Background: an optimization exercise with open tools, aiming at small area and a short achievable clock period. Do not read the settings as production practice. At most, simulation tests tie the RTL to the original design; equivalence was not proved. For run 2, only the layout was checked, not whether the RTL still works. Power and IR drop assume default switching activity.

[flow/config.mk]
export PLATFORM = sky130hd
export DESIGN_NAME = mac_demo
export DESIGN_NICKNAME = mac_demo
export VERILOG_FILES = /design/flow/design.v
export SDC_FILE = /design/flow/constraint.sdc
export NUM_CORES = 4
export LEC_CHECK = 0
export ABC_AREA = 1
export CAP_MARGIN = 20
export CORE_MARGIN = 2
export CORE_UTILIZATION = 40
export CTS_BUF_LIST = sky130_fd_sc_hd__clkbuf_4 sky130_fd_sc_hd__clkbuf_8
export SETUP_SLACK_MARGIN = 2.6
export SLEW_MARGIN = 20
export SYNTH_HIERARCHICAL = 1
export SYNTH_MINIMUM_KEEP_SIZE = 0
[flow/constraint.sdc]
create_clock -name core_clock -period 7.0 [get_ports {clk}]
set_input_delay 1.4000 -clock core_clock [delete_from_list [all_inputs] [get_ports {clk}]]
set_output_delay 1.4000 -clock core_clock [all_outputs]
set_load 0.01 [all_outputs]
[flow/design.v]
module multiplier  #(parameter width = 16)
   ( input    signed  [width-1 : 0] multiplicand,
     input    signed  [width-1 : 0] multiplier,   
     output   signed  [2 * width - 1 : 0] product
   ) ;
   assign  product = multiplicand * multiplier ;
endmodule
module  adder  #(parameter width = 32)  
		( input   signed [width-1 : 0] a ,
		  input   signed [width-1 : 0] b , 
		  output  signed [width-1 : 0] sum
		) ;
    assign   sum = a + b ;
endmodule
module accumulator #(parameter width = 32) 
	(input    clk,
     	 input    ena,
         input    reset,
         input	  signed [width - 1 : 0] acc_in,
   	 output   reg signed [width - 1 : 0] acc_out
	) ;
   always @(posedge clk) begin
      if (reset)  acc_out <= 0 ;
      else if (ena) acc_out <= acc_in ;
   end
endmodule
module mac_demo(input clk, input reset, input ena,
                input signed [15:0] k, input signed [15:0] x,
                output signed [31:0] acc_out);
  reg [31:0] rs, rc;
  reg rz;
  wire [31:0] acc;
  wire [31:0] ag, ap;
  ha u_cp0 (.a(rs[0]), .b(rc[0]), .s(ap[0]), .co(ag[0]));
  ha u_cp1 (.a(rs[1]), .b(rc[1]), .s(ap[1]), .co(ag[1]));
  ha u_cp2 (.a(rs[2]), .b(rc[2]), .s(ap[2]), .co(ag[2]));
  ha u_cp3 (.a(rs[3]), .b(rc[3]), .s(ap[3]), .co(ag[3]));
  ha u_cp4 (.a(rs[4]), .b(rc[4]), .s(ap[4]), .co(ag[4]));
  ha u_cp5 (.a(rs[5]), .b(rc[5]), .s(ap[5]), .co(ag[5]));
  ha u_cp6 (.a(rs[6]), .b(rc[6]), .s(ap[6]), .co(ag[6]));
  ha u_cp7 (.a(rs[7]), .b(rc[7]), .s(ap[7]), .co(ag[7]));
  ha u_cp8 (.a(rs[8]), .b(rc[8]), .s(ap[8]), .co(ag[8]));
  ha u_cp9 (.a(rs[9]), .b(rc[9]), .s(ap[9]), .co(ag[9]));
  ha u_cp10 (.a(rs[10]), .b(rc[10]), .s(ap[10]), .co(ag[10]));
  ha u_cp11 (.a(rs[11]), .b(rc[11]), .s(ap[11]), .co(ag[11]));
  ha u_cp12 (.a(rs[12]), .b(rc[12]), .s(ap[12]), .co(ag[12]));
  ha u_cp13 (.a(rs[13]), .b(rc[13]), .s(ap[13]), .co(ag[13]));
  ha u_cp14 (.a(rs[14]), .b(rc[14]), .s(ap[14]), .co(ag[14]));
  ha u_cp15 (.a(rs[15]), .b(rc[15]), .s(ap[15]), .co(ag[15]));
  ha u_cp16 (.a(rs[16]), .b(rc[16]), .s(ap[16]), .co(ag[16]));
  ha u_cp17 (.a(rs[17]), .b(rc[17]), .s(ap[17]), .co(ag[17]));
  ha u_cp18 (.a(rs[18]), .b(rc[18]), .s(ap[18]), .co(ag[18]));
  ha u_cp19 (.a(rs[19]), .b(rc[19]), .s(ap[19]), .co(ag[19]));
  ha u_cp20 (.a(rs[20]), .b(rc[20]), .s(ap[20]), .co(ag[20]));
  ha u_cp21 (.a(rs[21]), .b(rc[21]), .s(ap[21]), .co(ag[21]));
  ha u_cp22 (.a(rs[22]), .b(rc[22]), .s(ap[22]), .co(ag[22]));
  ha u_cp23 (.a(rs[23]), .b(rc[23]), .s(ap[23]), .co(ag[23]));
  ha u_cp24 (.a(rs[24]), .b(rc[24]), .s(ap[24]), .co(ag[24]));
  ha u_cp25 (.a(rs[25]), .b(rc[25]), .s(ap[25]), .co(ag[25]));
  ha u_cp26 (.a(rs[26]), .b(rc[26]), .s(ap[26]), .co(ag[26]));
  ha u_cp27 (.a(rs[27]), .b(rc[27]), .s(ap[27]), .co(ag[27]));
  ha u_cp28 (.a(rs[28]), .b(rc[28]), .s(ap[28]), .co(ag[28]));
  ha u_cp29 (.a(rs[29]), .b(rc[29]), .s(ap[29]), .co(ag[29]));
  ha u_cp30 (.a(rs[30]), .b(rc[30]), .s(ap[30]), .co(ag[30]));
  ha u_cp31 (.a(rs[31]), .b(rc[31]), .s(ap[31]), .co(ag[31]));
  wire pg1 = ag[1] | (ap[1] & ag[0]);
  wire pp_1 = ap[1] & ap[0];
  wire pg2 = ag[3] | (ap[3] & ag[2]);
  wire pp_2 = ap[3] & ap[2];
  wire pg3 = ag[5] | (ap[5] & ag[4]);
  wire pp_3 = ap[5] & ap[4];
  wire pg4 = ag[7] | (ap[7] & ag[6]);
  wire pp_4 = ap[7] & ap[6];
  wire pg5 = ag[9] | (ap[9] & ag[8]);
  wire pp_5 = ap[9] & ap[8];
  wire pg6 = ag[11] | (ap[11] & ag[10]);
  wire pp_6 = ap[11] & ap[10];
  wire pg7 = ag[13] | (ap[13] & ag[12]);
  wire pp_7 = ap[13] & ap[12];
  wire pg8 = ag[15] | (ap[15] & ag[14]);
  wire pp_8 = ap[15] & ap[14];
  wire pg9 = ag[17] | (ap[17] & ag[16]);
  wire pp_9 = ap[17] & ap[16];
  wire pg10 = ag[19] | (ap[19] & ag[18]);
  wire pp_10 = ap[19] & ap[18];
  wire pg11 = ag[21] | (ap[21] & ag[20]);
  wire pp_11 = ap[21] & ap[20];
  wire pg12 = ag[23] | (ap[23] & ag[22]);
  wire pp_12 = ap[23] & ap[22];
  wire pg13 = ag[25] | (ap[25] & ag[24]);
  wire pp_13 = ap[25] & ap[24];
  wire pg14 = ag[27] | (ap[27] & ag[26]);
  wire pp_14 = ap[27] & ap[26];
  wire pg15 = ag[29] | (ap[29] & ag[28]);
  wire pp_15 = ap[29] & ap[28];
  wire pg16 = ag[31] | (ap[31] & ag[30]);
  wire pp_16 = ap[31] & ap[30];
  wire pg17 = pg2 | (pp_2 & pg1);
  wire pp_17 = pp_2 & pp_1;
  wire pg18 = pg4 | (pp_4 & pg3);
  wire pp_18 = pp_4 & pp_3;
  wire pg19 = pg6 | (pp_6 & pg5);
  wire pp_19 = pp_6 & pp_5;
  wire pg20 = pg8 | (pp_8 & pg7);
  wire pp_20 = pp_8 & pp_7;
  wire pg21 = pg10 | (pp_10 & pg9);
  wire pp_21 = pp_10 & pp_9;
  wire pg22 = pg12 | (pp_12 & pg11);
  wire pp_22 = pp_12 & pp_11;
  wire pg23 = pg14 | (pp_14 & pg13);
  wire pp_23 = pp_14 & pp_13;
  wire pg24 = pg16 | (pp_16 & pg15);
  wire pp_24 = pp_16 & pp_15;
  wire pg25 = pg18 | (pp_18 & pg17);
  wire pp_25 = pp_18 & pp_17;
  wire pg26 = pg20 | (pp_20 & pg19);
  wire pp_26 = pp_20 & pp_19;
  wire pg27 = pg22 | (pp_22 & pg21);
  wire pp_27 = pp_22 & pp_21;
  wire pg28 = pg24 | (pp_24 & pg23);
  wire pp_28 = pp_24 & pp_23;
  wire pg29 = pg26 | (pp_26 & pg25);
  wire pp_29 = pp_26 & pp_25;
  wire pg30 = pg28 | (pp_28 & pg27);
  wire pp_30 = pp_28 & pp_27;
  wire pg31 = pg30 | (pp_30 & pg29);
  wire pp_31 = pp_30 & pp_29;
  wire pg32 = pg27 | (pp_27 & pg29);
  wire pp_32 = pp_27 & pp_29;
  wire pg33 = pg19 | (pp_19 & pg25);
  wire pp_33 = pp_19 & pp_25;
  wire pg34 = pg21 | (pp_21 & pg29);
  wire pp_34 = pp_21 & pp_29;
  wire pg35 = pg23 | (pp_23 & pg32);
  wire pp_35 = pp_23 & pp_32;
  wire pg36 = pg3 | (pp_3 & pg17);
  wire pp_36 = pp_3 & pp_17;
  wire pg37 = pg5 | (pp_5 & pg25);
  wire pp_37 = pp_5 & pp_25;
  wire pg38 = pg7 | (pp_7 & pg33);
  wire pp_38 = pp_7 & pp_33;
  wire pg39 = pg9 | (pp_9 & pg29);
  wire pp_39 = pp_9 & pp_29;
  wire pg40 = pg11 | (pp_11 & pg34);
  wire pp_40 = pp_11 & pp_34;
  wire pg41 = pg13 | (pp_13 & pg32);
  wire pp_41 = pp_13 & pp_32;
  wire pg42 = pg15 | (pp_15 & pg35);
  wire pp_42 = pp_15 & pp_35;
  wire pg43 = ag[2] | (ap[2] & pg1);
  wire pp_43 = ap[2] & pp_1;
  wire pg44 = ag[4] | (ap[4] & pg17);
  wire pp_44 = ap[4] & pp_17;
  wire pg45 = ag[6] | (ap[6] & pg36);
  wire pp_45 = ap[6] & pp_36;
  wire pg46 = ag[8] | (ap[8] & pg25);
  wire pp_46 = ap[8] & pp_25;
  wire pg47 = ag[10] | (ap[10] & pg37);
  wire pp_47 = ap[10] & pp_37;
  wire pg48 = ag[12] | (ap[12] & pg33);
  wire pp_48 = ap[12] & pp_33;
  wire pg49 = ag[14] | (ap[14] & pg38);
  wire pp_49 = ap[14] & pp_38;
  wire pg50 = ag[16] | (ap[16] & pg29);
  wire pp_50 = ap[16] & pp_29;
  wire pg51 = ag[18] | (ap[18] & pg39);
  wire pp_51 = ap[18] & pp_39;
  wire pg52 = ag[20] | (ap[20] & pg34);
  wire pp_52 = ap[20] & pp_34;
  wire pg53 = ag[22] | (ap[22] & pg40);
  wire pp_53 = ap[22] & pp_40;
  wire pg54 = ag[24] | (ap[24] & pg32);
  wire pp_54 = ap[24] & pp_32;
  wire pg55 = ag[26] | (ap[26] & pg41);
  wire pp_55 = ap[26] & pp_41;
  wire pg56 = ag[28] | (ap[28] & pg35);
  wire pp_56 = ap[28] & pp_35;
  wire pg57 = ag[30] | (ap[30] & pg42);
  wire pp_57 = ap[30] & pp_42;
  assign acc = ap ^ {pg57, pg42, pg56, pg35, pg55, pg41, pg54, pg32, pg53, pg40, pg52, pg34, pg51, pg39, pg50, pg29, pg49, pg38, pg48, pg33, pg47, pg37, pg46, pg25, pg45, pg36, pg44, pg17, pg43, pg1, ag[0], 1'b0};
  assign acc_out = acc & {32{~rz}};
  wire en = ena;
  wire [31:0] fb = acc_out;
  wire [16:0] xe = {x, 1'b0};
  wire [15:0] kg = k;
  wire [16:0] ke = {k[15], k};
  wire [17:0] ke2 = {ke, 1'b0};
  wire [7:0] ng, ngb;
  wire b0_one = (xe[1] ^ xe[0]) & en;
  wire b0_two = ((xe[2] & ~xe[1] & ~xe[0]) | (~xe[2] & xe[1] & xe[0])) & en;
  assign ng[0] = xe[2];
  wire [16:0] t0 = ke ^ {17{ng[0]}};
  wire [16:0] pp0 = ({17{b0_one}} & t0) | ({17{b0_two}} & {t0[15:0], ng[0]});
  assign ngb[0] = xe[2] & ~(xe[1] & xe[0]) & en;
  wire b1_one = (xe[3] ^ xe[2]) & en;
  wire b1_two = ((xe[4] & ~xe[3] & ~xe[2]) | (~xe[4] & xe[3] & xe[2])) & en;
  assign ng[1] = xe[4];
  wire [16:0] t1 = ke ^ {17{ng[1]}};
  wire [16:0] pp1 = ({17{b1_one}} & t1) | ({17{b1_two}} & {t1[15:0], ng[1]});
  assign ngb[1] = xe[4] & ~(xe[3] & xe[2]) & en;
  wire b2_one = (xe[5] ^ xe[4]) & en;
  wire b2_two = ((xe[6] & ~xe[5] & ~xe[4]) | (~xe[6] & xe[5] & xe[4])) & en;
  assign ng[2] = xe[6];
  wire [16:0] t2 = ke ^ {17{ng[2]}};
  wire [16:0] pp2 = ({17{b2_one}} & t2) | ({17{b2_two}} & {t2[15:0], ng[2]});
  assign ngb[2] = xe[6] & ~(xe[5] & xe[4]) & en;
  wire b3_one = (xe[7] ^ xe[6]) & en;
  wire b3_two = ((xe[8] & ~xe[7] & ~xe[6]) | (~xe[8] & xe[7] & xe[6])) & en;
  assign ng[3] = xe[8];
  wire [16:0] t3 = ke ^ {17{ng[3]}};
  wire [16:0] pp3 = ({17{b3_one}} & t3) | ({17{b3_two}} & {t3[15:0], ng[3]});
  assign ngb[3] = xe[8] & ~(xe[7] & xe[6]) & en;
  wire b4_one = (xe[9] ^ xe[8]) & en;
  wire b4_two = ((xe[10] & ~xe[9] & ~xe[8]) | (~xe[10] & xe[9] & xe[8])) & en;
  assign ng[4] = xe[10];
  wire [16:0] t4 = ke ^ {17{ng[4]}};
  wire [16:0] pp4 = ({17{b4_one}} & t4) | ({17{b4_two}} & {t4[15:0], ng[4]});
  assign ngb[4] = xe[10] & ~(xe[9] & xe[8]) & en;
  wire b5_one = (xe[11] ^ xe[10]) & en;
  wire b5_two = ((xe[12] & ~xe[11] & ~xe[10]) | (~xe[12] & xe[11] & xe[10])) & en;
  assign ng[5] = xe[12];
  wire [16:0] t5 = ke ^ {17{ng[5]}};
  wire [16:0] pp5 = ({17{b5_one}} & t5) | ({17{b5_two}} & {t5[15:0], ng[5]});
  assign ngb[5] = xe[12] & ~(xe[11] & xe[10]) & en;
  wire b6_one = (xe[13] ^ xe[12]) & en;
  wire b6_two = ((xe[14] & ~xe[13] & ~xe[12]) | (~xe[14] & xe[13] & xe[12])) & en;
  assign ng[6] = xe[14];
  wire [16:0] t6 = ke ^ {17{ng[6]}};
  wire [16:0] pp6 = ({17{b6_one}} & t6) | ({17{b6_two}} & {t6[15:0], ng[6]});
  assign ngb[6] = xe[14] & ~(xe[13] & xe[12]) & en;
  wire b7_one = (xe[15] ^ xe[14]) & en;
  wire b7_two = ((xe[16] & ~xe[15] & ~xe[14]) | (~xe[16] & xe[15] & xe[14])) & en;
  assign ng[7] = xe[16];
  wire [16:0] t7 = ke ^ {17{ng[7]}};
  wire [16:0] pp7 = ({17{b7_one}} & t7) | ({17{b7_two}} & {t7[15:0], ng[7]});
  assign ngb[7] = xe[16] & ~(xe[15] & xe[14]) & en;
  wire [5:0] pk;
  assign pk[0] = kg[0];
  assign pk[1] = kg[1] ^ (ng[7] & |kg[0:0]);
  assign pk[2] = kg[2] ^ (ng[7] & |kg[1:0]);
  assign pk[3] = kg[3] ^ (ng[7] & |kg[2:0]);
  assign pk[4] = kg[4] ^ (ng[7] & |kg[3:0]);
  assign pk[5] = kg[5] ^ (ng[7] & |kg[4:0]);
  wire [5:0] pe7 = ({6{b7_one}} & pk) | ({6{b7_two}} & {pk[4:0], 1'b0});
  wire c7 = ngb[7] & ~(b7_one & |kg[5:0]) & ~(b7_two & |kg[4:0]);
  wire fs0, fc0;
  fa u_fa0 (.a(ngb[0]), .b(fb[0]), .c(pp0[0]), .s(fs0), .co(fc0));
  wire fs1, fc1;
  fa u_fa1 (.a(fb[1]), .b(pp0[1]), .c(fc0), .s(fs1), .co(fc1));
  wire fs2, fc2;
  fa u_fa2 (.a(ngb[1]), .b(fb[2]), .c(pp0[2]), .s(fs2), .co(fc2));
  wire fs3, fc3;
  fa u_fa3 (.a(pp1[0]), .b(fs2), .c(fc1), .s(fs3), .co(fc3));
  wire fs4, fc4;
  fa u_fa4 (.a(fb[3]), .b(pp0[3]), .c(pp1[1]), .s(fs4), .co(fc4));
  wire hs0, hc0;
  ha u_ha0 (.a(fc2), .b(fs4), .s(hs0), .co(hc0));
  wire fs5, fc5;
  fa u_fa5 (.a(ngb[2]), .b(fb[4]), .c(pp0[4]), .s(fs5), .co(fc5));
  wire fs6, fc6;
  fa u_fa6 (.a(pp1[2]), .b(pp2[0]), .c(fc4), .s(fs6), .co(fc6));
  wire fs7, fc7;
  fa u_fa7 (.a(fs5), .b(hc0), .c(fs6), .s(fs7), .co(fc7));
  wire fs8, fc8;
  fa u_fa8 (.a(fb[5]), .b(pp0[5]), .c(pp1[3]), .s(fs8), .co(fc8));
  wire fs9, fc9;
  fa u_fa9 (.a(pp2[1]), .b(fc5), .c(fs8), .s(fs9), .co(fc9));
  wire hs1, hc1;
  ha u_ha1 (.a(fc6), .b(fs9), .s(hs1), .co(hc1));
  wire fs10, fc10;
  fa u_fa10 (.a(ngb[3]), .b(fb[6]), .c(pp0[6]), .s(fs10), .co(fc10));
  wire fs11, fc11;
  fa u_fa11 (.a(pp1[4]), .b(pp2[2]), .c(pp3[0]), .s(fs11), .co(fc11));
  wire fs12, fc12;
  fa u_fa12 (.a(fc8), .b(fs10), .c(fs11), .s(fs12), .co(fc12));
  wire hs2, hc2;
  ha u_ha2 (.a(fc9), .b(fs12), .s(hs2), .co(hc2));
  wire fs13, fc13;
  fa u_fa13 (.a(fb[7]), .b(pp0[7]), .c(pp1[5]), .s(fs13), .co(fc13));
  wire fs14, fc14;
  fa u_fa14 (.a(pp2[3]), .b(pp3[1]), .c(fc10), .s(fs14), .co(fc14));
  wire fs15, fc15;
  fa u_fa15 (.a(fc11), .b(fs13), .c(fs14), .s(fs15), .co(fc15));
  wire hs3, hc3;
  ha u_ha3 (.a(fc12), .b(hc2), .s(hs3), .co(hc3));
  wire fs16, fc16;
  fa u_fa16 (.a(ngb[4]), .b(fb[8]), .c(pp0[8]), .s(fs16), .co(fc16));
  wire fs17, fc17;
  fa u_fa17 (.a(pp1[6]), .b(pp2[4]), .c(pp3[2]), .s(fs17), .co(fc17));
  wire hs4, hc4;
  ha u_ha4 (.a(pp4[0]), .b(fc13), .s(hs4), .co(hc4));
  wire fs18, fc18;
  fa u_fa18 (.a(fb[9]), .b(pp0[9]), .c(pp1[7]), .s(fs18), .co(fc18));
  wire hs5, hc5;
  ha u_ha5 (.a(pp2[5]), .b(pp3[3]), .s(hs5), .co(hc5));
  wire fs19, fc19;
  fa u_fa19 (.a(ngb[5]), .b(fb[10]), .c(pp0[10]), .s(fs19), .co(fc19));
  wire fs20, fc20;
  fa u_fa20 (.a(pp1[8]), .b(pp2[6]), .c(pp3[4]), .s(fs20), .co(fc20));
  wire fs21, fc21;
  fa u_fa21 (.a(fb[11]), .b(pp0[11]), .c(pp1[9]), .s(fs21), .co(fc21));
  wire hs6, hc6;
  ha u_ha6 (.a(pp2[7]), .b(pp3[5]), .s(hs6), .co(hc6));
  wire fs22, fc22;
  fa u_fa22 (.a(ngb[6]), .b(fb[12]), .c(pp0[12]), .s(fs22), .co(fc22));
  wire fs23, fc23;
  fa u_fa23 (.a(pp1[10]), .b(pp2[8]), .c(pp3[6]), .s(fs23), .co(fc23));
  wire hs7, hc7;
  ha u_ha7 (.a(pp4[4]), .b(pp5[2]), .s(hs7), .co(hc7));
  wire fs24, fc24;
  fa u_fa24 (.a(fb[13]), .b(pp0[13]), .c(pp1[11]), .s(fs24), .co(fc24));
  wire fs25, fc25;
  fa u_fa25 (.a(pp2[9]), .b(pp3[7]), .c(pp4[5]), .s(fs25), .co(fc25));
  wire hs8, hc8;
  ha u_ha8 (.a(pp5[3]), .b(pp6[1]), .s(hs8), .co(hc8));
  wire fs26, fc26;
  fa u_fa26 (.a(fb[14]), .b(pp0[14]), .c(pp1[12]), .s(fs26), .co(fc26));
  wire fs27, fc27;
  fa u_fa27 (.a(pp2[10]), .b(pp3[8]), .c(pp4[6]), .s(fs27), .co(fc27));
  wire fs28, fc28;
  fa u_fa28 (.a(pp5[4]), .b(pp6[2]), .c(pe7[0]), .s(fs28), .co(fc28));
  wire fs29, fc29;
  fa u_fa29 (.a(fb[15]), .b(pp0[15]), .c(pp1[13]), .s(fs29), .co(fc29));
  wire fs30, fc30;
  fa u_fa30 (.a(pp2[11]), .b(pp3[9]), .c(pp4[7]), .s(fs30), .co(fc30));
  wire fs31, fc31;
  fa u_fa31 (.a(pp5[5]), .b(pp6[3]), .c(pe7[1]), .s(fs31), .co(fc31));
  wire fs32, fc32;
  fa u_fa32 (.a(fb[16]), .b(pp0[16]), .c(pp1[14]), .s(fs32), .co(fc32));
  wire fs33, fc33;
  fa u_fa33 (.a(pp2[12]), .b(pp3[10]), .c(pp4[8]), .s(fs33), .co(fc33));
  wire fs34, fc34;
  fa u_fa34 (.a(pp5[6]), .b(pp6[4]), .c(pe7[2]), .s(fs34), .co(fc34));
  wire fs35, fc35;
  fa u_fa35 (.a(fb[17]), .b(pp0[16]), .c(pp1[15]), .s(fs35), .co(fc35));
  wire fs36, fc36;
  fa u_fa36 (.a(pp2[13]), .b(pp3[11]), .c(pp4[9]), .s(fs36), .co(fc36));
  wire fs37, fc37;
  fa u_fa37 (.a(pp5[7]), .b(pp6[5]), .c(pe7[3]), .s(fs37), .co(fc37));
  wire fs38, fc38;
  fa u_fa38 (.a(fb[18]), .b(~pp0[16]), .c(~pp1[16]), .s(fs38), .co(fc38));
  wire fs39, fc39;
  fa u_fa39 (.a(pp2[14]), .b(pp3[12]), .c(pp4[10]), .s(fs39), .co(fc39));
  wire fs40, fc40;
  fa u_fa40 (.a(pp5[8]), .b(pp6[6]), .c(pe7[4]), .s(fs40), .co(fc40));
  wire fs41, fc41;
  assign fs41 = ~(fb[19] ^ pp2[15]);
  assign fc41 = fb[19] | pp2[15];
  wire fs42, fc42;
  fa u_fa42 (.a(pp3[13]), .b(pp4[11]), .c(pp5[9]), .s(fs42), .co(fc42));
  wire hs9, hc9;
  ha u_ha9 (.a(pp6[7]), .b(pe7[5]), .s(hs9), .co(hc9));
  wire fs43, fc43;
  fa u_fa43 (.a(fb[20]), .b(~pp2[16]), .c(pp3[14]), .s(fs43), .co(fc43));
  wire fs44, fc44;
  fa u_fa44 (.a(pp4[12]), .b(pp5[10]), .c(pp6[8]), .s(fs44), .co(fc44));
  wire hs10, hc10;
  ha u_ha10 (.a(pp7[6]), .b(c7), .s(hs10), .co(hc10));
  wire fs45, fc45;
  assign fs45 = ~(fb[21] ^ pp3[15]);
  assign fc45 = fb[21] | pp3[15];
  wire fs46, fc46;
  fa u_fa46 (.a(pp4[13]), .b(pp5[11]), .c(pp6[9]), .s(fs46), .co(fc46));
  wire fs47, fc47;
  fa u_fa47 (.a(fb[22]), .b(~pp3[16]), .c(pp4[14]), .s(fs47), .co(fc47));
  wire hs11, hc11;
  assign hs11 = ~fb[23];
  assign hc11 = fb[23];
  wire fs48, fc48;
  fa u_fa48 (.a(fs16), .b(fs17), .c(hs4), .s(fs48), .co(fc48));
  wire fs49, fc49;
  fa u_fa49 (.a(pp4[1]), .b(hs5), .c(fc16), .s(fs49), .co(fc49));
  wire hs12, hc12;
  ha u_ha12 (.a(fc17), .b(fs18), .s(hs12), .co(hc12));
  wire fs50, fc50;
  fa u_fa50 (.a(pp4[2]), .b(pp5[0]), .c(hc5), .s(fs50), .co(fc50));
  wire fs51, fc51;
  fa u_fa51 (.a(fc18), .b(fs19), .c(fs20), .s(fs51), .co(fc51));
  wire fs52, fc52;
  fa u_fa52 (.a(pp4[3]), .b(pp5[1]), .c(hs6), .s(fs52), .co(fc52));
  wire fs53, fc53;
  fa u_fa53 (.a(fc19), .b(fc20), .c(fs21), .s(fs53), .co(fc53));
  wire fs54, fc54;
  fa u_fa54 (.a(pp6[0]), .b(hc6), .c(hs7), .s(fs54), .co(fc54));
  wire fs55, fc55;
  fa u_fa55 (.a(fc21), .b(fs22), .c(fs23), .s(fs55), .co(fc55));
  wire fs56, fc56;
  fa u_fa56 (.a(hc7), .b(hs8), .c(fc22), .s(fs56), .co(fc56));
  wire fs57, fc57;
  fa u_fa57 (.a(fc23), .b(fs24), .c(fs25), .s(fs57), .co(fc57));
  wire fs58, fc58;
  fa u_fa58 (.a(hc8), .b(fc24), .c(fc25), .s(fs58), .co(fc58));
  wire fs59, fc59;
  fa u_fa59 (.a(fs26), .b(fs27), .c(fs28), .s(fs59), .co(fc59));
  wire fs60, fc60;
  fa u_fa60 (.a(fc26), .b(fc27), .c(fc28), .s(fs60), .co(fc60));
  wire fs61, fc61;
  fa u_fa61 (.a(fs29), .b(fs30), .c(fs31), .s(fs61), .co(fc61));
  wire fs62, fc62;
  fa u_fa62 (.a(fc29), .b(fc30), .c(fc31), .s(fs62), .co(fc62));
  wire fs63, fc63;
  fa u_fa63 (.a(fs32), .b(fs33), .c(fs34), .s(fs63), .co(fc63));
  wire fs64, fc64;
  fa u_fa64 (.a(fc32), .b(fc33), .c(fc34), .s(fs64), .co(fc64));
  wire fs65, fc65;
  fa u_fa65 (.a(fs35), .b(fs36), .c(fs37), .s(fs65), .co(fc65));
  wire fs66, fc66;
  fa u_fa66 (.a(fc35), .b(fc36), .c(fc37), .s(fs66), .co(fc66));
  wire fs67, fc67;
  fa u_fa67 (.a(fs38), .b(fs39), .c(fs40), .s(fs67), .co(fc67));
  wire fs68, fc68;
  fa u_fa68 (.a(hs9), .b(fc38), .c(fc39), .s(fs68), .co(fc68));
  wire fs69, fc69;
  fa u_fa69 (.a(fc40), .b(fs41), .c(fs42), .s(fs69), .co(fc69));
  wire fs70, fc70;
  fa u_fa70 (.a(hc9), .b(fc41), .c(fc42), .s(fs70), .co(fc70));
  wire fs71, fc71;
  fa u_fa71 (.a(fs43), .b(fs44), .c(hs10), .s(fs71), .co(fc71));
  wire fs72, fc72;
  fa u_fa72 (.a(pp7[7]), .b(fc43), .c(fc44), .s(fs72), .co(fc72));
  wire fs73, fc73;
  fa u_fa73 (.a(fs45), .b(hc10), .c(fs46), .s(fs73), .co(fc73));
  wire fs74, fc74;
  fa u_fa74 (.a(pp5[12]), .b(pp6[10]), .c(pp7[8]), .s(fs74), .co(fc74));
  wire fs75, fc75;
  fa u_fa75 (.a(fc45), .b(fc46), .c(fs47), .s(fs75), .co(fc75));
  wire fs76, fc76;
  fa u_fa76 (.a(hs11), .b(pp4[15]), .c(pp5[13]), .s(fs76), .co(fc76));
  wire fs77, fc77;
  fa u_fa77 (.a(pp6[11]), .b(pp7[9]), .c(fc47), .s(fs77), .co(fc77));
  wire fs78, fc78;
  fa u_fa78 (.a(fb[24]), .b(hc11), .c(~pp4[16]), .s(fs78), .co(fc78));
  wire fs79, fc79;
  fa u_fa79 (.a(pp5[14]), .b(pp6[12]), .c(pp7[10]), .s(fs79), .co(fc79));
  wire fs80, fc80;
  assign fs80 = ~(fb[25] ^ pp5[15]);
  assign fc80 = fb[25] | pp5[15];
  wire hs13, hc13;
  ha u_ha13 (.a(pp6[13]), .b(pp7[11]), .s(hs13), .co(hc13));
  wire fs81, fc81;
  fa u_fa81 (.a(fb[26]), .b(~pp5[16]), .c(pp6[14]), .s(fs81), .co(fc81));
  wire hs14, hc14;
  assign hs14 = ~fb[27];
  assign hc14 = fb[27];
  wire hs15, hc15;
  ha u_ha15 (.a(fc14), .b(fs48), .s(hs15), .co(hc15));
  wire fs82, fc82;
  fa u_fa82 (.a(hc4), .b(hs12), .c(fs49), .s(fs82), .co(fc82));
  wire fs83, fc83;
  fa u_fa83 (.a(fs50), .b(hc12), .c(fc49), .s(fs83), .co(fc83));
  wire fs84, fc84;
  fa u_fa84 (.a(fc50), .b(fs52), .c(fc51), .s(fs84), .co(fc84));
  wire fs85, fc85;
  fa u_fa85 (.a(fc52), .b(fs54), .c(fc53), .s(fs85), .co(fc85));
  wire fs86, fc86;
  fa u_fa86 (.a(fc54), .b(fs56), .c(fc55), .s(fs86), .co(fc86));
  wire fs87, fc87;
  fa u_fa87 (.a(fc56), .b(fs58), .c(fc57), .s(fs87), .co(fc87));
  wire fs88, fc88;
  fa u_fa88 (.a(fc58), .b(fs60), .c(fc59), .s(fs88), .co(fc88));
  wire fs89, fc89;
  fa u_fa89 (.a(fc60), .b(fs62), .c(fc61), .s(fs89), .co(fc89));
  wire fs90, fc90;
  fa u_fa90 (.a(fc62), .b(fs64), .c(fc63), .s(fs90), .co(fc90));
  wire fs91, fc91;
  fa u_fa91 (.a(fc64), .b(fs66), .c(fc65), .s(fs91), .co(fc91));
  wire fs92, fc92;
  fa u_fa92 (.a(fc66), .b(fs68), .c(fc67), .s(fs92), .co(fc92));
  wire fs93, fc93;
  fa u_fa93 (.a(fc68), .b(fc69), .c(fs70), .s(fs93), .co(fc93));
  wire fs94, fc94;
  fa u_fa94 (.a(fc70), .b(fs72), .c(fc71), .s(fs94), .co(fc94));
  wire fs95, fc95;
  fa u_fa95 (.a(fs74), .b(fc72), .c(fc73), .s(fs95), .co(fc95));
  wire fs96, fc96;
  fa u_fa96 (.a(fc74), .b(fs76), .c(fs77), .s(fs96), .co(fc96));
  wire fs97, fc97;
  fa u_fa97 (.a(fc76), .b(fs78), .c(fs79), .s(fs97), .co(fc97));
  wire fs98, fc98;
  fa u_fa98 (.a(hs13), .b(fc78), .c(fc79), .s(fs98), .co(fc98));
  wire fs99, fc99;
  fa u_fa99 (.a(pp7[12]), .b(hc13), .c(fc80), .s(fs99), .co(fc99));
  wire fs100, fc100;
  fa u_fa100 (.a(hs14), .b(pp6[15]), .c(pp7[13]), .s(fs100), .co(fc100));
  wire fs101, fc101;
  fa u_fa101 (.a(fb[28]), .b(hc14), .c(~pp6[16]), .s(fs101), .co(fc101));
  wire hs16, hc16;
  assign hs16 = ~fb[29];
  assign hc16 = fb[29];
  wire hs17, hc17;
  ha u_ha17 (.a(fc15), .b(hc3), .s(hs17), .co(hc17));
  wire fs102, fc102;
  fa u_fa102 (.a(fc48), .b(fs82), .c(hc15), .s(fs102), .co(fc102));
  wire fs103, fc103;
  fa u_fa103 (.a(fs51), .b(fs83), .c(fc82), .s(fs103), .co(fc103));
  wire fs104, fc104;
  fa u_fa104 (.a(fs53), .b(fc83), .c(fs84), .s(fs104), .co(fc104));
  wire fs105, fc105;
  fa u_fa105 (.a(fs55), .b(fc84), .c(fs85), .s(fs105), .co(fc105));
  wire fs106, fc106;
  fa u_fa106 (.a(fs57), .b(fc85), .c(fs86), .s(fs106), .co(fc106));
  wire fs107, fc107;
  fa u_fa107 (.a(fs59), .b(fc86), .c(fs87), .s(fs107), .co(fc107));
  wire fs108, fc108;
  fa u_fa108 (.a(fs61), .b(fc87), .c(fs88), .s(fs108), .co(fc108));
  wire fs109, fc109;
  fa u_fa109 (.a(fs63), .b(fc88), .c(fs89), .s(fs109), .co(fc109));
  wire fs110, fc110;
  fa u_fa110 (.a(fs65), .b(fc89), .c(fs90), .s(fs110), .co(fc110));
  wire fs111, fc111;
  fa u_fa111 (.a(fs67), .b(fc90), .c(fs91), .s(fs111), .co(fc111));
  wire fs112, fc112;
  fa u_fa112 (.a(fs69), .b(fc91), .c(fs92), .s(fs112), .co(fc112));
  wire fs113, fc113;
  fa u_fa113 (.a(fs71), .b(fc92), .c(fs93), .s(fs113), .co(fc113));
  wire fs114, fc114;
  fa u_fa114 (.a(fs73), .b(fc93), .c(fs94), .s(fs114), .co(fc114));
  wire fs115, fc115;
  fa u_fa115 (.a(fs75), .b(fc94), .c(fs95), .s(fs115), .co(fc115));
  wire fs116, fc116;
  fa u_fa116 (.a(fc75), .b(fc95), .c(fs96), .s(fs116), .co(fc116));
  wire fs117, fc117;
  fa u_fa117 (.a(fc77), .b(fs97), .c(fc96), .s(fs117), .co(fc117));
  wire fs118, fc118;
  fa u_fa118 (.a(fs80), .b(fc97), .c(fs98), .s(fs118), .co(fc118));
  wire fs119, fc119;
  fa u_fa119 (.a(fs81), .b(fc98), .c(fs99), .s(fs119), .co(fc119));
  wire fs120, fc120;
  fa u_fa120 (.a(fc81), .b(fs100), .c(fc99), .s(fs120), .co(fc120));
  wire fs121, fc121;
  fa u_fa121 (.a(pp7[14]), .b(fc100), .c(fs101), .s(fs121), .co(fc121));
  wire fs122, fc122;
  fa u_fa122 (.a(hs16), .b(pp7[15]), .c(fc101), .s(fs122), .co(fc122));
  wire fs123, fc123;
  fa u_fa123 (.a(fb[30]), .b(hc16), .c(~pp7[16]), .s(fs123), .co(fc123));
  wire hs18, hc18;
  assign hs18 = ~fb[31];
  assign hc18 = fb[31];
  wire [31:0] ns = {hs18, fs123, fs122, fs121, fs120, fc118, fs118, fs117, fc115, fc114, fc113, fc112, fc111, fc110, fc109, fc108, fc107, fc106, fc105, fc104, fc103, fs103, hc17, hs15, fs15, hc1, fc7, fs7, hs0, fs3, fs1, fs0};
  wire [31:0] nc = {fc123, fc122, fc121, fc120, fc119, fs119, fc117, fc116, fs116, fs115, fs114, fs113, fs112, fs111, fs110, fs109, fs108, fs107, fs106, fs105, fs104, fc102, fs102, hs17, hs3, hs2, hs1, 1'b0, fc3, 1'b0, 1'b0, 1'b0};
  always @(posedge clk) begin
    rz <= reset;
    rs <= ns;
    rc <= nc;
  end
endmodule
module fa(input a, input b, input c, output s, output co);
  assign s = a ^ b ^ c;
  assign co = (a & b) | (a & c) | (b & c);
endmodule
module ha(input a, input b, output s, output co);
  assign s = a ^ b;
  assign co = a & b;
endmodule
[flow/flow/run.sh]
#!/bin/bash
# The standard layout (the standard.sh and its synthesis script), with:
# - plain buffers (buf_2) as the port buffers, and the clock-delay buffer
#   cells not used anywhere;
# - ABC's area mapping script replaced by a copy that maps with "amap"
#   after "dch -f", without ABC's buffering and upsizing (ORFS's scripts
#   are copied here; only that file differs).
# The make output goes to standard.log; ORFS keeps each step's log under
# orfs/logs/.
set -uo pipefail
rm -rf myscripts
cp -r "$FLOW_HOME/scripts" myscripts
printf 'strash\ndch -f\namap\ntopo\ndnsize -c\n' > myscripts/abc_area.script
export SCRIPTS_DIR="$PWD/myscripts"
export BUFFER_PORTS_ARGS="-buffer_cell sky130_fd_sc_hd__buf_2"
export DONT_USE_CELLS="sky130_fd_sc_hd__clkdlybuf4s15_1 sky130_fd_sc_hd__clkdlybuf4s15_2 sky130_fd_sc_hd__clkdlybuf4s18_1 sky130_fd_sc_hd__clkdlybuf4s18_2 sky130_fd_sc_hd__clkdlybuf4s25_1 sky130_fd_sc_hd__clkdlybuf4s25_2 sky130_fd_sc_hd__clkdlybuf4s50_1 sky130_fd_sc_hd__clkdlybuf4s50_2"
bash standard.sh > standard.log 2>&1
[flow/standard.sh]
#!/bin/bash
# synth_recipe.tcl (not shown) runs the flow's synth.tcl, then flattens the netlist and writes it again
# the make line also repeats each setting of config.mk as NAME=value (left out here)
make -C /OpenROAD-flow-scripts/flow DESIGN_CONFIG=/design/flow/config.mk WORK_HOME=/design/flow/orfs CLKGATE_MAP_FILE= SYNTH_SCRIPT=/design/flow/synth_recipe.tcl "${@:-finish}"
==> results.sh, run 1 <==
export IMPL_status="complete, no violations"
export IMPL_mostFrequentLayoutCell="o22ai_1"
export IMPL_cp_end_kind="primary output"
export IMPL_final_core_util=0.509
export IMPL_min_period_ns=4.57
export IMPL_vias=7277
export IMPL_antenna_found_initial=0
export IMPL_critPathLaunchType="flip-flop"
export IMPL_final_cell_mix="o22ai_1, fa_1, ha_1"
export IMPL_multi_input_area_um2=6370
export IMPL_grt_pass1_wl_mm=39.4
export IMPL_yosysTopAreaCell="fa_1"
export IMPL_rsz0062_at_grt="yes"
export IMPL_tightest_slew_ns=0.709
export IMPL_fp_dieW_um=140
export IMPL_cts_tree="built"
export IMPL_ant_nets=0
export IMPL_relSlewSlack=0.526
export IMPL_path_max_fanout=4
export IMPL_synth_seq_cells=61
export IMPL_reg2reg_slack_ns=2.58
export IMPL_dr_first_iter_drc_count=817
export IMPL_synthSimpleGateAreaFrac=0.0884
export IMPL_synthCells=781
export IMPL_max_cap_violations=0
export IMPL_hold_viol=0
export IMPL_wl_mm=25.4
export IMPL_overflow=0
export IMPL_final_setup_tns_ns=0
export IMPL_die_h_um=140
export IMPL_drv_slew=0
export IMPL_port_buffers=66
export IMPL_synthTopCellsByArea="fa_1, o22ai_1, dfxtp_1"
export IMPL_grt_max_degree=33
export IMPL_core_area_um2=18100
export IMPL_cp_required_ns=5.60
export IMPL_cts_sinks=61
export IMPL_gp_congestion=1.01
export IMPL_max_freq_ghz=0.219
export IMPL_regArea_um2=1230
export IMPL_wl_per_cell_um=22.5
export IMPL_synth_top_family_by_area="adder cells"
export IMPL_criticalPathCategory="flip-flop to primary output"
export IMPL_area_delta_synth_final_pct=24.2
export IMPL_cpPeakStageDelay_ns=0.33
export IMPL_dieArea_um2=19600
export IMPL_start_util=0.409
export IMPL_critPathSlowestCell="dfxtp_2"
export IMPL_clk_root_buffer_cell="clkbuf_8"
export IMPL_synth_area_mux_share=0
export IMPL_grtUsageTotal=0.259
export IMPL_firstDrtPassIters=21
export IMPL_dp_hpwl_mm=18.8
export IMPL_setup_viol=0
export IMPL_synth_compound_area_share=0.258
export IMPL_hold_path_class="flip-flop to flip-flop"
export IMPL_cts_buffers=9
export IMPL_yosysUniqueCellTypes=27
export IMPL_power_density_nw_per_um2=426
export IMPL_syn_cell_area_um2=7400
export IMPL_synth_top_area_share=0.327
export IMPL_clkTransAtPathRegs_ns=0.07
export IMPL_ir_drop_mv=0.253
export IMPL_fin_crit_sh=0.653
export IMPL_yosysSeqAreaShare=0.165
export IMPL_clkLatencyLatePin_ns=0.38
export IMPL_drc=0
export IMPL_path_cells="ha_4, a21oi_4, nor2_2, a211oi_2, o2111ai_2, a21oi_4, nor3_2, nor4_1, buf_4, o41ai_2, nand3_1, nand2_1, ha_2, o21a_1, nor3_2, buf_2"
export IMPL_grt_pass1_vias=7130
export IMPL_drive_gt1_frac=0.250
export IMPL_fin_nets=1127
export IMPL_nFillCells=1717
export IMPL_max_clock_path_buffers=2
export IMPL_syn_avg_cell_area_um2=9.48
export IMPL_htree_levels=3
export IMPL_rows=49
export IMPL_yosys_warnings=7
export IMPL_crit_arrival_ns=3.17
export IMPL_viasPerCell=6.43
export IMPL_synth_xor_area_share=0
export IMPL_skew_ns=0.00650
export IMPL_p_leak_nw=3.83
export IMPL_antenna_cells=0
export IMPL_synthAdderAreaFrac=0.450
export IMPL_ioPinCount=67
where the power goes:
part	total, mW	internal [mW]	leakage [nW]	switching, mW
Sequential	0.632	0.574	0.513	0.0579
Combinational	2.91	1.33	3.20	1.58
Clock	0.376	0.223	0.120	0.153
Total	3.92	2.13	3.83	1.79
state kept, by name, summed over array words and instances, names as in the netlist:
name and cells:
rz 1, rs 32, rc 28
cell families (layout without fill, tap and decap cells):
kind of cell               after synthesis  in the layout
adders and majority gates              194            194
DFF                                     61             61
other                                    1              4
and+or+nand+nor                        145            145
AOI/OAI and AO/OA                      310            310
buffers and inverters                   70            189
worst paths after layout:
path                            cells after the start           to  start
worst max-delay path                               16  acc_out[31]  rc[9]
worst max register to register                     15       rc[18]  rc[9]
worst min register to register                      3        rs[0]  rs[0]
worst min-delay path                                3        rs[0]  rs[0]
Yosys cell counts:
master / instances
or3_1: 1
clkinv_1: 66
or2_0: 1
o41ai_1: 1
nand3b_1: 1
nor4_1: 1
and3_1: 1
nand3_1: 6
o2111ai_1: 1
nor3_1: 29
nand4_1: 4
a211oi_1: 3
ha_1: 73
a221o_1: 1
nor2_1: 44
a21oi_1: 23
nor2b_1: 17
buf_4: 4
o21a_1: 13
conb_1: 1
fa_1: 121
o22ai_1: 237
dfxtp_1: 61
o32ai_1: 2
o21ai_0: 28
nand2_1: 40
a41oi_1: 1
per-module statistics from Yosys (local to each module, per instance):
module,cells,flip-flops and latches
ha,1,0
fa,1,0
mac_demo,613,61
worst max-delay path: cells and delay by family, from the launching register on:
| kind | cells | cell delay (ns) |
|---|---|---|
| adder cells (fa/ha/maj) | 2 | 0.42 |
| AO/OA/AOI/OAI | 6 | 1.07 |
| AND/OR/NAND/NOR | 6 | 0.62 |
| flip-flops | 1 | 0.33 |
| buffers and inverters | 2 | 0.35 |
metrics by stage:
stage | area, um2 | setup WS [ns] | cells | hold slack (ns) | power (mW)
floorplan | 7520 | 2.60 | 784 | 0.636 | 2.54
detailed placement | 8130 | 1.57 | 1078 | 0.678 | 3.29
finish | 9200 | 2.43 | 1132 | 0.888 | 3.92
CTS | 8930 | 2.20 | 1120 | 0.914 | 3.93
global placement | 8130 | 1.59 | 1078 | 0.664 | 3.20
global route | 9200 | 2.20 | 1132 | 0.971 | 4.43
repair_timing:
| item | 4_1_cts | 5_1_grt |
|---|---|---|
| gates cloned | 1 | 1 |
| hold buffers | 0 | 0 |
| buffers inserted | 25 | 11 |
| pin swaps | 13 | 6 |
| endpoints found under the setup margin | 61 | 51 |
| gates resized for setup | 87 | 41 |
| hold endpoints to repair | 0 | 0 |
routing by layer:
metal / routed length [um] / GRT usage / share of wire
met5: 0 / 0 / 0
met3: 2280 / 0.0485 / 0.090
met1: 10300 / 0.350 / 0.41
met4: 1140 / 0.121 / 0.045
met2: 11700 / 0.406 / 0.46
area by class of cell:
class                      instances  share of cell area
inverter                          66              0.0411
timing repair buffer             105              0.0762
sequential                        61               0.133
timing repair inverter             2             0.00109
tap                              229              0.0311
clock buffer                      12              0.0173
multi-input combinational        653               0.692
clock inverter                     4             0.00762
==> run 2: changes to the inputs <==
--- a/flow/design.v
+++ b/flow/design.v
@@ -182,55 +182,55 @@
   wire en = ena;
   wire [31:0] fb = acc_out;
   wire [16:0] xe = {x, 1'b0};
-  wire [15:0] kg = k;
-  wire [16:0] ke = {k[15], k};
+  wire [15:0] kg = k & {16{en}};
+  wire [16:0] ke = {kg[15], kg};
   wire [17:0] ke2 = {ke, 1'b0};
   wire [7:0] ng, ngb;
-  wire b0_one = (xe[1] ^ xe[0]) & en;
-  wire b0_two = ((xe[2] & ~xe[1] & ~xe[0]) | (~xe[2] & xe[1] & xe[0])) & en;
-  assign ng[0] = xe[2];
+  wire b0_one = xe[1] ^ xe[0];
+  wire b0_two = (xe[2] & ~xe[1] & ~xe[0]) | (~xe[2] & xe[1] & xe[0]);
+  assign ng[0] = xe[2] & en;
   wire [16:0] t0 = ke ^ {17{ng[0]}};
   wire [16:0] pp0 = ({17{b0_one}} & t0) | ({17{b0_two}} & {t0[15:0], ng[0]});
   assign ngb[0] = xe[2] & ~(xe[1] & xe[0]) & en;
-  wire b1_one = (xe[3] ^ xe[2]) & en;
-  wire b1_two = ((xe[4] & ~xe[3] & ~xe[2]) | (~xe[4] & xe[3] & xe[2])) & en;
-  assign ng[1] = xe[4];
+  wire b1_one = xe[3] ^ xe[2];
+  wire b1_two = (xe[4] & ~xe[3] & ~xe[2]) | (~xe[4] & xe[3] & xe[2]);
+  assign ng[1] = xe[4] & en;
   wire [16:0] t1 = ke ^ {17{ng[1]}};
   wire [16:0] pp1 = ({17{b1_one}} & t1) | ({17{b1_two}} & {t1[15:0], ng[1]});
   assign ngb[1] = xe[4] & ~(xe[3] & xe[2]) & en;
-  wire b2_one = (xe[5] ^ xe[4]) & en;
-  wire b2_two = ((xe[6] & ~xe[5] & ~xe[4]) | (~xe[6] & xe[5] & xe[4])) & en;
-  assign ng[2] = xe[6];
+  wire b2_one = xe[5] ^ xe[4];
+  wire b2_two = (xe[6] & ~xe[5] & ~xe[4]) | (~xe[6] & xe[5] & xe[4]);
+  assign ng[2] = xe[6] & en;
   wire [16:0] t2 = ke ^ {17{ng[2]}};
   wire [16:0] pp2 = ({17{b2_one}} & t2) | ({17{b2_two}} & {t2[15:0], ng[2]});
   assign ngb[2] = xe[6] & ~(xe[5] & xe[4]) & en;
-  wire b3_one = (xe[7] ^ xe[6]) & en;
-  wire b3_two = ((xe[8] & ~xe[7] & ~xe[6]) | (~xe[8] & xe[7] & xe[6])) & en;
-  assign ng[3] = xe[8];
+  wire b3_one = xe[7] ^ xe[6];
+  wire b3_two = (xe[8] & ~xe[7] & ~xe[6]) | (~xe[8] & xe[7] & xe[6]);
+  assign ng[3] = xe[8] & en;
   wire [16:0] t3 = ke ^ {17{ng[3]}};
   wire [16:0] pp3 = ({17{b3_one}} & t3) | ({17{b3_two}} & {t3[15:0], ng[3]});
   assign ngb[3] = xe[8] & ~(xe[7] & xe[6]) & en;
-  wire b4_one = (xe[9] ^ xe[8]) & en;
-  wire b4_two = ((xe[10] & ~xe[9] & ~xe[8]) | (~xe[10] & xe[9] & xe[8])) & en;
-  assign ng[4] = xe[10];
+  wire b4_one = xe[9] ^ xe[8];
+  wire b4_two = (xe[10] & ~xe[9] & ~xe[8]) | (~xe[10] & xe[9] & xe[8]);
+  assign ng[4] = xe[10] & en;
   wire [16:0] t4 = ke ^ {17{ng[4]}};
   wire [16:0] pp4 = ({17{b4_one}} & t4) | ({17{b4_two}} & {t4[15:0], ng[4]});
   assign ngb[4] = xe[10] & ~(xe[9] & xe[8]) & en;
-  wire b5_one = (xe[11] ^ xe[10]) & en;
-  wire b5_two = ((xe[12] & ~xe[11] & ~xe[10]) | (~xe[12] & xe[11] & xe[10])) & en;
-  assign ng[5] = xe[12];
+  wire b5_one = xe[11] ^ xe[10];
+  wire b5_two = (xe[12] & ~xe[11] & ~xe[10]) | (~xe[12] & xe[11] & xe[10]);
+  assign ng[5] = xe[12] & en;
   wire [16:0] t5 = ke ^ {17{ng[5]}};
   wire [16:0] pp5 = ({17{b5_one}} & t5) | ({17{b5_two}} & {t5[15:0], ng[5]});
   assign ngb[5] = xe[12] & ~(xe[11] & xe[10]) & en;
-  wire b6_one = (xe[13] ^ xe[12]) & en;
-  wire b6_two = ((xe[14] & ~xe[13] & ~xe[12]) | (~xe[14] & xe[13] & xe[12])) & en;
-  assign ng[6] = xe[14];
+  wire b6_one = xe[13] ^ xe[12];
+  wire b6_two = (xe[14] & ~xe[13] & ~xe[12]) | (~xe[14] & xe[13] & xe[12]);
+  assign ng[6] = xe[14] & en;
   wire [16:0] t6 = ke ^ {17{ng[6]}};
   wire [16:0] pp6 = ({17{b6_one}} & t6) | ({17{b6_two}} & {t6[15:0], ng[6]});
   assign ngb[6] = xe[14] & ~(xe[13] & xe[12]) & en;
-  wire b7_one = (xe[15] ^ xe[14]) & en;
-  wire b7_two = ((xe[16] & ~xe[15] & ~xe[14]) | (~xe[16] & xe[15] & xe[14])) & en;
-  assign ng[7] = xe[16];
+  wire b7_one = xe[15] ^ xe[14];
+  wire b7_two = (xe[16] & ~xe[15] & ~xe[14]) | (~xe[16] & xe[15] & xe[14]);
+  assign ng[7] = xe[16] & en;
   wire [16:0] t7 = ke ^ {17{ng[7]}};
   wire [16:0] pp7 = ({17{b7_one}} & t7) | ({17{b7_two}} & {t7[15:0], ng[7]});
   assign ngb[7] = xe[16] & ~(xe[15] & xe[14]) & en;
==> flow/flow/run.sh (replaced) <==
#!/bin/bash
# The standard layout (the standard.sh, unchanged synthesis), except that
# the port buffers are plain buffers and the clock-delay buffer cells are not
# used anywhere. The make output goes to standard.log; ORFS keeps each step's
# log under orfs/logs/.
set -uo pipefail
export BUFFER_PORTS_ARGS="-buffer_cell sky130_fd_sc_hd__buf_2"
export DONT_USE_CELLS="sky130_fd_sc_hd__clkdlybuf4s15_1 sky130_fd_sc_hd__clkdlybuf4s15_2 sky130_fd_sc_hd__clkdlybuf4s18_1 sky130_fd_sc_hd__clkdlybuf4s18_2 sky130_fd_sc_hd__clkdlybuf4s25_1 sky130_fd_sc_hd__clkdlybuf4s25_2 sky130_fd_sc_hd__clkdlybuf4s50_1 sky130_fd_sc_hd__clkdlybuf4s50_2"
bash standard.sh > standard.log 2>&1
==> run 2 against run 1 <==
  * Synthesized area up 11%
  * Clock power down 7.2%
  * Sequential share of layout area up 0.38 points
  * Sequential power down 4.6%
  * Critical path depth down 7
  * Highest routed layer unchanged
  * Core utilization down 6.8 points
  * Power down 14%
==> results.sh, run 2 <==
export IMPL_power_density_nw_per_um2=380
export IMPL_grt_pass1_wl_mm=40.9
export IMPL_reg2reg_depth=14
export IMPL_synth_top_area_share=0.294
export IMPL_largest_register="rs"
export IMPL_grt_max_degree=25
export IMPL_nFillCells=2069
export IMPL_setup_viol=0
export IMPL_p_leak_nw=4.16
export IMPL_area_delta_synth_final_pct=8.04
export IMPL_hold_path_class="flip-flop to flip-flop"
export IMPL_syn_avg_cell_area_um2=8.24
export IMPL_max_cap_violations=0
export IMPL_largest_reg_flops=32
export IMPL_drc=0
export IMPL_ys_top_cells_by_count="nor2_1, a21oi_1, fa_1, o22ai_1, inv_1"
export IMPL_cts_tree="built"
export IMPL_syn_cell_area_um2=8250
export IMPL_hold_viol=0
export IMPL_overflow=0
export IMPL_max_freq_ghz=0.235
export IMPL_reg2reg_slack_ns=2.88
export IMPL_synth_edf_count=0
export IMPL_cp_required_ns=7.25
export IMPL_timing_rr_end="rc[16]"
export IMPL_synth_most_common_cell="nor2_1"
export IMPL_rows=52
export IMPL_grt_pass1_vias=7349
export IMPL_clk_root_buffer_cell="clkbuf_8"
export IMPL_core_area_um2=20200
export IMPL_power_total_mw=3.39
export IMPL_finalHoldWorstSlack_ns=0.690
export IMPL_antenna_cells=0
export IMPL_relSlewSlack=0.443
export IMPL_min_path_cells=4
export IMPL_cp_end_kind="flip-flop"
export IMPL_top_regs="rs (32), rc (28), rz (1)"
export IMPL_vias=7371
export IMPL_hold_buffers=0
export IMPL_path_max_fanout=16
export IMPL_mostFrequentLayoutCell="nor2_1"
export IMPL_cts_buffers=9
export IMPL_cts_sinks=61
export IMPL_skew_ns=0.0171
export IMPL_dp_hpwl_mm=20.1
export IMPL_die_h_um=148
export IMPL_yosys_warnings=7
export IMPL_gp_congestion=0.972
export IMPL_drive_gt1_frac=0.142
export IMPL_criticalPathCategory="primary input to flip-flop"
export IMPL_fp_dieW_um=148
export IMPL_fin_crit_sh=0.609
export IMPL_ioPinCount=67
export IMPL_min_period_ns=4.26
export IMPL_dr_first_iter_drc_count=808
export IMPL_firstDrtPassIters=7
export IMPL_dieArea_um2=21800
export IMPL_clkLatencyLatePin_ns=0.38
export IMPL_htree_levels=3
export IMPL_start_util=0.407
export IMPL_fin_nets=1255
export IMPL_synthArstFlopShare=0
export IMPL_yosysTopAreaCell="fa_1"
export IMPL_yosysSeqAreaShare=0.148
export IMPL_rsz0062_at_grt="yes"
export IMPL_critPathLaunchType="primary input"
export IMPL_synth_seq_cells=61
export IMPL_ir_drop_mv=0.228
export IMPL_final_cell_mix="nor2_1, a21oi_1, fa_1"
export IMPL_status="complete, no violations"
export IMPL_port_buffers=66
export IMPL_synthTopCellsByArea="fa_1, dfxtp_1, ha_1"
export IMPL_final_setup_tns_ns=0
export IMPL_clkTransAtPathRegs_ns=0.07
export IMPL_tightest_slew_ns=0.834
export IMPL_synth_main_ff_cell="dfxtp_1"
export IMPL_max_clock_path_buffers=2
export IMPL_ant_nets=0
export IMPL_yosysUniqueCellTypes=35
export IMPL_grtUsageTotal=0.244
export IMPL_postLayoutCellArea_um2=8910
export IMPL_viasPerCell=5.67
export IMPL_drv_slew=0
export IMPL_rr_startpoint="rs[7]"
export IMPL_placed_area_um2=8610
export IMPL_hold_path_startpoint="rc[31]"
export IMPL_synthCells=1001
export IMPL_wl_mm=25.4
export IMPL_antenna_found_initial=0
export IMPL_wl_per_cell_um=19.6
export IMPL_worstHoldEndpoint="rs[31]"
export IMPL_crit_arrival_ns=4.51
==> run 2: per-layer routing <==
layer,vias up,GRT usage,routed length (um)
li1,3473,-,-
met1,3494,0.336,11000
met2,353,0.383,11500
met3,51,0.0512,2310
met4,0,0.0856,670
met5,-,0,0
==> run 2: worst max path at each step <==
stage                        to  cells past startpoint  start
floorplan                rc[15]                     11    ena
global placement         rc[19]                     10    ena
detailed placement       rc[19]                     10    ena
CTS                 acc_out[15]                     11  rs[7]
global route        acc_out[27]                     16  rs[7]
finish                   rc[19]                      9   x[1]
==> run 2: cell type report <==
cell class                      instances  area [um2]  share of cell area
Inverter                               94         360              0.0404
Clock inverter                          3        42.5             0.00478
Timing Repair Buffer                   68         348              0.0390
Multi-Input combinational cell        792        6430               0.721
Sequential cell                        61        1220               0.137
Tap cell                              270         338              0.0379
Clock buffer                           13         173              0.0194
==> run 2: repair_timing <==
item | 4_1_cts | 5_1_grt
buffers inserted | 0 | 1
gates resized for setup | 2 | 15
setup endpoints to repair | 3 | 23
pin swaps | 0 | 1
==> run 2: critical path: stages <==
cell and delay [ns]:
buf_2 0.19, clkinvlp_4 0.29, nand2_1 0.14, nand2_1 0.11, o21ai_0 0.46, fa_1 0.55, fa_1 0.46, fa_1 0.51
fa_1 0.40
==> run 2: per-module statistics from Yosys (local to each module, per instance) <==
module / times used / flops+latches / cells / cell area (um2)
ha: 47 / 0 / 1 / 12.5
fa: 121 / 0 / 1 / 20.0
mac_demo: 1 / 61 / 833 / 5240
==> run 2: per-stage QoR <==
step,setup WS [ns],utilization,cells
5_1_grt,2.57,0.440,1301
2_1_floorplan,2.75,-,1004
3_3_place_gp,2.21,0.426,1284
3_5_place_dp,2.13,0.426,1284
4_1_cts,2.61,0.437,1300
6_report,2.74,0.440,1301
==> run 2: report_power, final <==
group | leakage (nW) | internal, mW | switching, mW
logic | 3.54 | 1.02 | 1.41
registers | 0.511 | 0.553 | 0.0499
clock network | 0.109 | 0.197 | 0.152
total | 4.16 | 1.77 | 1.62
==> run 2: logic make-up (layout without fill, tap and decap cells) <==
kind of cell / Yosys count / count (layout) / synth area share
AO/OA/AOI/OAI: 295 / 295 / 0.207
AND/OR/NAND/NOR: 294 / 294 / 0.153
adder cells (fa/ha/maj): 194 / 194 / 0.405
buffers and inverters: 151 / 178 / 0.0815
flip-flops: 61 / 61 / 0.148
XOR/XNOR: 5 / 5 / 0.00531
other: 1 / 4 / 0.000455

-- what the ideal ports hide --
The results above use ideal ports. As a check the final layouts listed here were re-extracted and re-timed, cells and wires unchanged.
Step 1 assumes that a clkbuf_16 drives the clock port and a buf_2 every other input.
Step 2 times the ports against the registers' clock, not the clock port: input delays grow and output delays shrink by t, the midpoint of the rising clock arrivals with the driver on.
Slacks: no drivers / after step 1 / after step 2; pairs: no drivers / after step 1.
run | t (ns) | setup WS [ns] | clock arrival spread, ns
run 1 | 0.415 | 2.431 / 2.391 / 2.135 | 0.006 / 0.007
run 2 | 0.414 | 2.736 / 2.758 / 2.343 | 0.018 / 0.017
After both steps setup and hold are still met in every run listed. The setup slack of run 2, which loses most, moves by +0.022 ns with the drivers and by -0.393 ns with both steps.
